From an optimization exercise on the open Yosys and OpenROAD flow, aimed at small area; shortcuts taken in it are not production practice.
Only simulation tests tie the RTL to the original design; equivalence was not proved.

==> flow/design.v (excerpt) <==
module avr_core (
	input clk,
	input rst,
	output [15:0]pgm_addr,
	input [15:0]pgm_data,
	output [15:0]data_addr,
	output [7:0]data_out,
	output data_write,
	input [7:0]data_in,
	output data_read,
	output [5:0]io_addr,
	output [7:0]io_out,
	output io_write,
	input [7:0]io_in,
	output io_read
	);
mega core(
	.rst(rst),
	.clk(clk),
	.pgm_addr(pgm_addr),
	.pgm_data(pgm_data),
	.data_addr(data_addr),
	.data_out(data_out),
	.data_write(data_write),
	.data_in(data_in),
	.data_read(data_read),
	.io_addr(io_addr),
	.io_out(io_out),
	.io_write(io_write),
	.io_in(io_in),
	.io_read(io_read)
	);
endmodule
==> flow/config.mk <==
export PLATFORM = sky130hd
export DESIGN_NAME = avr_core
export DESIGN_NICKNAME = avr_core
export VERILOG_FILES = /design/flow/design.v
export SDC_FILE = /design/flow/constraint.sdc
export NUM_CORES = 4
export LEC_CHECK = 0
export CAP_MARGIN = 15
export CORE_MARGIN = 2
export CORE_UTILIZATION = 50
export GPL_ROUTABILITY_DRIVEN = 0
export GPL_TIMING_DRIVEN = 0
export PLACE_DENSITY = 0.75
export SLEW_MARGIN = 10
==> flow/constraint.sdc <==
create_clock -name core_clock -period 20.0 [get_ports {clk}]
set_input_delay 4.0000 -clock core_clock [delete_from_list [all_inputs] [get_ports {clk}]]
set_output_delay 4.0000 -clock core_clock [all_outputs]
set_load 0.01 [all_outputs]
standard.sh (not shown) runs the stock make flow with config.mk's settings and CLKGATE_MAP_FILE= SYNTH_SCRIPT=/design/flow/synth_recipe.tcl, a recipe that flattens the netlist after the stock synthesis.
==> flow/flow/run.sh <==
#!/bin/bash
# Own layout flow: the standard flow (standard.sh) with
#  - synthesis mapped by an area-oriented ABC script (flow/synth_area.tcl),
#  - port buffers of the smallest buffer cell,
set -euo pipefail
W=$(pwd)
bash "$W/standard.sh" \
  "SYNTH_SCRIPT=$W/flow/synth_area.tcl" \
  "BUFFER_PORTS_ARGS=-buffer_cell sky130_fd_sc_hd__buf_1" \
  "CTS_ARGS=-sink_clustering_enable -repair_clock_nets -dont_use_dummy_load -buf_list sky130_fd_sc_hd__clkbuf_4 -sink_clustering_size 10 -sink_clustering_max_diameter 35" \
  finish > "$W/flow_make.log" 2>&1
==> flow/flow/area.abc <==
&get -n
&st
&dch -f
&nf -R 1000 -F 8 -A 4 -p
&put
==> flow/flow/synth_area.tcl <==
# The standard synthesis (synth_recipe.tcl), with the technology mapping of
# the combinational logic done by an area-oriented ABC script (area.abc beside
# this file) in place of ORFS's delay-oriented one. Everything else, and so
# every register's name and cell type, is as in the standard synthesis.
set area_abc_script [file join [file dirname [file normalize [info script]]] area.abc]
proc synth {args} { yosys synth -nofsm -noshare {*}$args }
proc abc {args} {
  set i [lsearch -exact $args -script]
  if { $i >= 0 } {
    lset args [expr {$i + 1}] $::area_abc_script
  }
  yosys abc {*}$args
}
source $::env(SCRIPTS_DIR)/synth.tcl
# left out here: clear keep_hierarchy, flatten, clean up, hide names made inside functions, write 1_2_yosys.v
The starting point completed without violations.
Then changed:
CORE_UTILIZATION = 40   (was 50)
GPL_ROUTABILITY_DRIVEN = unset   (was 0)
Count of clock-buffer cells in the layout drops by 1.
Worst setup slack is worse by 0.16 ns.
Utilization drops by 11 points.
Then changed:
CORE_UTILIZATION = 60   (was 40)
PLACE_DENSITY = 0.8   (was 0.75)
Outcome: The changed run completed with no timing, DRC or antenna violations. Wire length rises by 0.51%. Clock-buffer cell count rises by 12. Hold slack gains 0.022 ns. Core utilization rises by 22 points. Design area falls by 0.58%. Maximum frequency is about the same. Flip-flop and latch count stays the same. First-iteration DRC count falls by 1.2%.

* * *

Another version of the RTL of avr_core (not shown whole).
For scale: roughly 2300 cells after synthesis, ~360 flip-flops, roughly 92 I/O pins.
export LEC_CHECK = 0
export CAP_MARGIN = 10
export CORE_MARGIN = 2
export CORE_UTILIZATION = 40
export GPL_TIMING_DRIVEN = 0
export PLACE_DENSITY = 0.85
export SLEW_MARGIN = 10
create_clock -name core_clock -period 20.0 [get_ports {clk}]
==> flow/flow/run.sh <==
#!/bin/bash
# Own layout flow: the standard flow (standard.sh) with
#  - synthesis mapped by an area-oriented ABC script (flow/synth_area.tcl),
#  - port buffers of the smallest buffer cell,
#  - clock tree from mid-size clock buffers in larger sink clusters, without
#    dummy loads.
# Each tool's full output goes to the ORFS logs under orfs/logs; make's own
# output goes to flow_make.log in the work folder.
set -euo pipefail
W=$(pwd)
bash "$W/standard.sh" \
  "SYNTH_SCRIPT=$W/flow/synth_area.tcl" \
  "BUFFER_PORTS_ARGS=-buffer_cell sky130_fd_sc_hd__buf_1" \
  "CTS_ARGS=-sink_clustering_enable -repair_clock_nets -dont_use_dummy_load -buf_list sky130_fd_sc_hd__clkbuf_4 -sink_clustering_size 10 -sink_clustering_max_diameter 35" \
  finish > "$W/flow_make.log" 2>&1
Scripts as last shown in full above: flow/flow/area.abc, flow/flow/synth_area.tcl
The starting point ran to the end with no violations.
Change:
--- a/flow/config.mk
+++ b/flow/config.mk
@@ -11,3 +11,2 @@
 export GPL_TIMING_DRIVEN = 0
-export PLACE_DENSITY = 0.85
 export SLEW_MARGIN = 10
Maximum frequency went up by 0.56%.
Routed wire length went up by 8.0%.
Die area stays the same.
First-iteration DRC count went down by 34%.
Final area went up by 0.67%.
Final cell count is about the same.
Change:
--- a/flow/config.mk
+++ b/flow/config.mk
@@ -7,3 +7,3 @@
 export LEC_CHECK = 0
-export CAP_MARGIN = 10
+export CAP_MARGIN = 15
 export CORE_MARGIN = 2
@@ -11,2 +11,3 @@
 export GPL_TIMING_DRIVEN = 0
+export PLACE_DENSITY = 0.75
 export SLEW_MARGIN = 10
What happened: The changed run produced a clean layout; area after synthesis is unchanged; die area does not change; final area drops by 0.42%; global-route usage went down by 0.98 points; flip-flop and latch count stays the same.

==> static timing again, ports no longer ideal <==
The results above use ideal ports. As a check the final layouts listed here were re-extracted and re-timed, cells and wires unchanged. Step 1: set_driving_cell puts a clkbuf_16 on clk and a buf_2 on each other input, an assumption about the parent block. Step 2 also shifts input and output timing later by t, the mid clock arrival at the registers, as if the neighbouring blocks saw the same clock. Slacks: ideal / step 1 / step 2; pairs: ideal / step 1.
| run | t, ns | setup slack, ns | hold slack, ns | slew at the worst register clock pin (ns) | worst slew at a driven data input, ns |
|---|---|---|---|---|---|
| the first run of note 1 | 0.809 | 0.884 / 0.884 / 0.884 | 0.586 / 0.586 / 0.586 | 0.11 / 0.11 | 0.04 |
| the second run of note 1 | 0.799 | 0.726 / 0.726 / 0.726 | 0.521 / 0.521 / 0.521 | 0.12 / 0.12 | 0.04 |
| the third run of note 1 | 0.817 | 0.778 / 0.778 / 0.778 | 0.543 / 0.543 / 0.543 | 0.11 / 0.11 | 0.08 |
| the first run of note 2 | 0.841 | 0.491 / 0.491 / 0.491 | 0.544 / 0.544 / 0.544 | 0.12 / 0.12 | 0.04 |
| the second run of note 2 | 0.822 | 0.600 / 0.600 / 0.600 | 0.549 / 0.549 / 0.549 | 0.11 / 0.11 | 0.03 |
| the third run of note 2 | 0.869 | 0.609 / 0.609 / 0.609 | 0.513 / 0.513 / 0.513 | 0.11 / 0.11 | 0.04 |
After both steps every run listed still meets setup and hold.
